Context: an optimization exercise on an open-source flow, tuned for small area and a short achievable clock period. The choices shown serve that exercise and are no tape-out recipe. Function was checked by simulation only, so behaviour that the tests miss may differ from the original.

==> flow/design.v <==
`timescale 1ns / 1ps
module RegisterUnit(
   input wire clock_i, reset_i,
   input wire enableA_i, enableB_i,
   input wire pwriteA_i, preadA_i, sreadA_i, pwriteB_i, preadB_i, sreadB_i,
   input wire [1:0] functionTypeA_i, functionTypeB_i,
   input wire [6:0] opcodeA_i, opcodeB_i,
   input wire [4:0] primOperandA_i, primOperandB_i,
   input wire [15:0] secOperandA_i, secOperandB_i,
   input wire flushBack_i,
   output reg enableA_o, enableB_o,
   output reg wbA_o, wbB_o,
   output reg [6:0] opCodeA_o, opCodeB_o,
   output reg [4:0] regAddrA_o, regAddrB_o,
   output reg [15:0] primOperandA_o, primOperandB_o,
   output reg [15:0] secOperandA_o, secOperandB_o,
   output reg [1:0] functionTypeA_o, functionTypeB_o,
   output reg [1:0] operationStatusA_o, operationStatusB_o,
   input wire wbA_i, wbB_i,
   input wire [4:0] wbAddrA_i, wbAddrB_i,
   input wire [15:0] wbValA_i, wbVAlB_i,
   input wire [1:0] operationStatusA_i, operationStatusB_i
   );
   reg enableA_ib, enableB_ib;
   reg pwriteA_ib, preadA_ib, sreadA_ib, pwriteB_ib, preadB_ib, sreadB_ib;
   reg [1:0] functionTypeA_ib, functionTypeB_ib;
   reg [6:0] opcodeA_ib, opcodeB_ib;
   reg [4:0] primOperandA_ib, primOperandB_ib;
   reg [15:0] secOperandA_ib, secOperandB_ib;
   reg wbA_ib, wbB_ib;
   reg [4:0] wbAddrA_ib, wbAddrB_ib;
   reg [15:0] wbValA_ib, wbVAlB_ib;
   reg [1:0] operationStatusA_ib, operationStatusB_ib;
   reg [3:0] secLoA_ib, secLoB_ib;
   reg [7:0] secHiA_ib, secHiB_ib;
   reg enableA_ob, enableB_ob;
   reg wbA_ob, wbB_ob;
   reg [6:0] opCodeA_ob, opCodeB_ob;
   reg [4:0] regAddrA_ob, regAddrB_ob;
   reg [15:0] primOperandA_ob, primOperandB_ob;
   reg [15:0] secOperandA_ob, secOperandB_ob;
   reg [1:0] functionTypeA_ob, functionTypeB_ob;
   reg [1:0] operationStatusA, operationStatusB;
   reg [15:0] regFile [0:31];
   wire frameA = functionTypeA_ib == 2'd3 &&
                 (opcodeA_ib == 7'd20 || opcodeA_ib == 7'd21 || opcodeA_ib == 7'd24);
   wire frameB = functionTypeB_ib == 2'd3 &&
                 (opcodeB_ib == 7'd20 || opcodeB_ib == 7'd21 || opcodeB_ib == 7'd24);
   wire moveA = enableA_ib && functionTypeA_ib == 2'd1 &&
                (opcodeA_ib == 7'd10 || opcodeA_ib == 7'd0) && pwriteA_ib;
   wire moveB = enableB_ib && functionTypeB_ib == 2'd1 &&
                (opcodeB_ib == 7'd10 || opcodeB_ib == 7'd0) && pwriteB_ib;
   wire normA = !frameA && !moveA;
   wire normB = !frameB && !moveB;
   wire loadPA = enableA_ib && normA && preadA_ib;
   wire loadPB = enableB_ib && normB && preadB_ib;
   wire [31:0] selPA, selSA, selPB, selSB;
   wire [15:0] rdPA, rdSA, rdPB, rdSB;
   genvar g, b;
   generate
      for (g = 0; g < 32; g = g + 1) begin : dec
         assign selPA[g] = loadPA && primOperandA_ib == g;
         assign selSA[g] = secLoA_ib[g % 4] && secHiA_ib[g / 4];
         assign selPB[g] = loadPB && primOperandB_ib == g;
         assign selSB[g] = secLoB_ib[g % 4] && secHiB_ib[g / 4];
      end
      for (b = 0; b < 16; b = b + 1) begin : col
         wire [31:0] c;
         for (g = 0; g < 32; g = g + 1) begin : cg
            assign c[g] = regFile[g][b];
         end
         ReadColumnX uPA (.sel(selPA), .d(c), .xs(!loadPA), .x(primOperandA_ob[b]), .y(rdPA[b]));
         ReadColumnX uSA (.sel(selSA), .d(c), .xs(!sreadA_ib), .x(secOperandA_ib[b]), .y(rdSA[b]));
         ReadColumnX uPB (.sel(selPB), .d(c), .xs(!loadPB), .x(primOperandB_ob[b]), .y(rdPB[b]));
         ReadColumnX uSB (.sel(selSB), .d(c), .xs(!sreadB_ib), .x(secOperandB_ib[b]), .y(rdSB[b]));
      end
   endgenerate
   wire [15:0] secValA = rdSA;
   wire [15:0] secValB = rdSB;
   generate
      for (g = 0; g < 32; g = g + 1) begin : row
         wire hWA = wbA_ib && wbAddrA_ib == g;
         wire hMA = moveA && primOperandA_ib == g;
         wire hWB = wbB_ib && wbAddrB_ib == g;
         wire hMB = moveB && primOperandB_ib == g;
         wire sMB = hMB;
         wire sWB = hWB && !hMB;
         wire sMA = hMA && !hWB && !hMB;
         wire sWA = hWA && !hMA && !hWB && !hMB;
         wire sH = !hWA && !hMA && !hWB && !hMB && !reset_i;
         wire [15:0] nxt;
         for (b = 0; b < 16; b = b + 1) begin : wbit
            WriteBit u (.s0(sWA), .d0(wbValA_ib[b]), .s1(sMA), .d1(secValA[b]),
                        .s2(sWB), .d2(wbVAlB_ib[b]), .s3(sMB), .d3(secValB[b]),
                        .s4(sH), .d4(regFile[g][b]), .y(nxt[b]));
         end
         always @(posedge clock_i)
            regFile[g] <= nxt;
      end
   endgenerate
   always @(posedge clock_i) begin
      enableA_ib <= enableA_i; enableB_ib <= enableB_i;
      pwriteA_ib <= pwriteA_i; preadA_ib <= preadA_i; sreadA_ib <= sreadA_i;
      pwriteB_ib <= pwriteB_i; preadB_ib <= preadB_i; sreadB_ib <= sreadB_i;
      functionTypeA_ib <= functionTypeA_i; functionTypeB_ib <= functionTypeB_i;
      opcodeA_ib <= opcodeA_i; opcodeB_ib <= opcodeB_i;
      primOperandA_ib <= primOperandA_i; primOperandB_ib <= primOperandB_i;
      secOperandA_ib <= secOperandA_i; secOperandB_ib <= secOperandB_i;
      secLoA_ib <= 4'd1 << secOperandA_i[1:0];
      secLoB_ib <= 4'd1 << secOperandB_i[1:0];
      secHiA_ib <= sreadA_i ? 8'd1 << secOperandA_i[4:2] : 8'd0;
      secHiB_ib <= sreadB_i ? 8'd1 << secOperandB_i[4:2] : 8'd0;
      wbA_ib <= wbA_i; wbB_ib <= wbB_i;
      wbAddrA_ib <= wbAddrA_i; wbAddrB_ib <= wbAddrB_i;
      wbValA_ib <= wbValA_i; wbVAlB_ib <= wbVAlB_i;
      operationStatusA_ib <= operationStatusA_i; operationStatusB_ib <= operationStatusB_i;
      if (wbA_ib) operationStatusA <= operationStatusA_ib;
      operationStatusB <= operationStatusB_ib;
      if (enableA_ib) begin
         enableA_ob <= normA;
         if (normA) begin
            secOperandA_ob <= secValA;
         end
      end
      if (enableB_ib) begin
         enableB_ob <= normB;
         if (normB) begin
            secOperandB_ob <= secValB;
         end
      end
      wbA_ob <= pwriteA_ib; wbB_ob <= pwriteB_ib;
      opCodeA_ob <= opcodeA_ib; opCodeB_ob <= opcodeB_ib;
      regAddrA_ob <= primOperandA_ib; regAddrB_ob <= primOperandB_ib;
      functionTypeA_ob <= functionTypeA_ib; functionTypeB_ob <= functionTypeB_ib;
      primOperandA_ob <= rdPA; primOperandB_ob <= rdPB;
      enableA_o <= enableA_ob; enableB_o <= enableB_ob;
      wbA_o <= wbA_ob; wbB_o <= wbB_ob;
      opCodeA_o <= opCodeA_ob; opCodeB_o <= opCodeB_ob;
      regAddrA_o <= regAddrA_ob; regAddrB_o <= regAddrB_ob;
      primOperandA_o <= primOperandA_ob; primOperandB_o <= primOperandB_ob;
      secOperandA_o <= secOperandA_ob; secOperandB_o <= secOperandB_ob;
      functionTypeA_o <= functionTypeA_ob; functionTypeB_o <= functionTypeB_ob;
      operationStatusA_o <= operationStatusA; operationStatusB_o <= operationStatusB;
   end
endmodule
module ReadColumnX(input wire [31:0] sel, input wire [31:0] d, input wire xs, x,
                   output wire y);
   wire [7:0] t;
   wire [3:0] n;
   genvar i;
   generate
      for (i = 0; i < 7; i = i + 1) begin : g4
         AndOr4 u (.d(d[4*i+3:4*i]), .s(sel[4*i+3:4*i]), .y(t[i]));
      end
      for (i = 0; i < 4; i = i + 1) begin : g2
         Nor2 u (.a(t[2*i]), .b(t[2*i+1]), .y(n[i]));
      end
   endgenerate
   AndOr4X u7 (.d(d[31:28]), .s(sel[31:28]), .x(x), .xs(xs), .y(t[7]));
   Nand4 uy (.a(n), .y(y));
endmodule
module AndOr4(input wire [3:0] d, s, output wire y);
   assign y = ~(~((d[0] & s[0]) | (d[1] & s[1])) & ~((d[2] & s[2]) | (d[3] & s[3])));
endmodule
module AndOr4X(input wire [3:0] d, s, input wire x, xs, output wire y);
   assign y = ~(~((d[0] & s[0]) | (d[1] & s[1])) & ~((d[2] & s[2]) | (d[3] & s[3])) &
                ~(x & xs));
endmodule
module Nor2(input wire a, b, output wire y);
   assign y = ~(a | b);
endmodule
module Nand4(input wire [3:0] a, output wire y);
   assign y = ~(&a);
endmodule
module AndOr3N(input wire a0, s0, a1, s1, a2, s2, output wire y);
   assign y = ~((a0 & s0) | (a1 & s1) | (a2 & s2));
endmodule
module WriteBit(input wire s0, d0, s1, d1, s2, d2, s3, d3, s4, d4, output wire y);
   assign y = (s0 & d0) | (s1 & d1) | (s2 & d2) | (s3 & d3) | (s4 & d4);
endmodule
export LEC_CHECK = 0
export CAP_MARGIN = 0
export CELL_PAD_IN_SITES_DETAIL_PLACEMENT = 1
export CELL_PAD_IN_SITES_GLOBAL_PLACEMENT = 1
export CORE_MARGIN = 2
export CORE_UTILIZATION = 33
export PLACE_DENSITY = 0.42
export SETUP_SLACK_MARGIN = 5
export SLEW_MARGIN = 0
export SYNTH_HIERARCHICAL = 1
create_clock -name core_clock -period 8.0 [get_ports {clock_i}]
standard.sh (not shown) runs the stock make flow with config.mk's settings and CLKGATE_MAP_FILE= SYNTH_SCRIPT=/design/flow/synth_recipe.tcl, a recipe that flattens the netlist after the stock synthesis.
==> flow/flow/run.sh <==
#!/bin/bash
# Standard ORFS layout with small port buffers and a clock tree without dummy loads.
# Each make run's output goes to a log of its own in this folder; ORFS's per-step
# logs are under orfs/logs/.
set -euo pipefail
bash standard.sh \
  "BUFFER_PORTS_ARGS=-buffer_cell sky130_fd_sc_hd__buf_1" \
  "CTS_ARGS=-sink_clustering_enable -repair_clock_nets -dont_use_dummy_load -sink_clustering_size 30 -sink_clustering_max_diameter 80" \
  finish > make_finish.log 2>&1
The baseline produced a clean layout.
Then changed:
==> flow/flow/run.sh (replaced) <==
#!/bin/bash
# Standard ORFS layout with small port buffers, a clock tree without dummy loads,
# and timing repair aimed 5.1 ns below the clock period.
# The make run's output goes to make_finish.log in this folder; ORFS's per-step
# logs are under orfs/logs/.
set -euo pipefail
bash standard.sh \
  "BUFFER_PORTS_ARGS=-buffer_cell sky130_fd_sc_hd__buf_1" \
  "CTS_ARGS=-sink_clustering_enable -repair_clock_nets -dont_use_dummy_load -sink_clustering_size 24 -sink_clustering_max_diameter 70" \
  "SETUP_SLACK_MARGIN=5.1" \
  finish > make_finish.log 2>&1
Settings changed: CAP_MARGIN 0 to 10, SETUP_SLACK_MARGIN 5 to unset, SLEW_MARGIN 0 to 10.
The changed run ran to the end with no violations.
Global-route usage grows by 1.6 points.
Non-clock buffer count rises by 47.
Synthesized cell count does not change.

-- re-timing with driven ports --
How much do the figures lean on ideal ports? The routed layouts below were timed once more, with nothing changed but the port constraints.
Step 1 assumes that a clkbuf_16 drives the clock port and a buf_2 every other input.
Step 2, shift: input delay + t, output delay - t, t = (earliest + latest rising clock arrival at the registers) / 2. This alone moves slack from input paths to output paths.
a / b / c = ideal / step 1 / step 2; a / b = the first two.
run | t (ns) | slack for setup (ns) | worst setup path after step 2
the first run | 0.806 | 4.896 / 4.896 / 4.420 | input to register
the second run | 0.797 | 4.943 / 4.943 / 4.451 | input to register
After both steps every run listed still meets setup and hold. The setup slack of the second run, which loses most, moves by 0.000 ns with the drivers and by -0.492 ns with both steps.
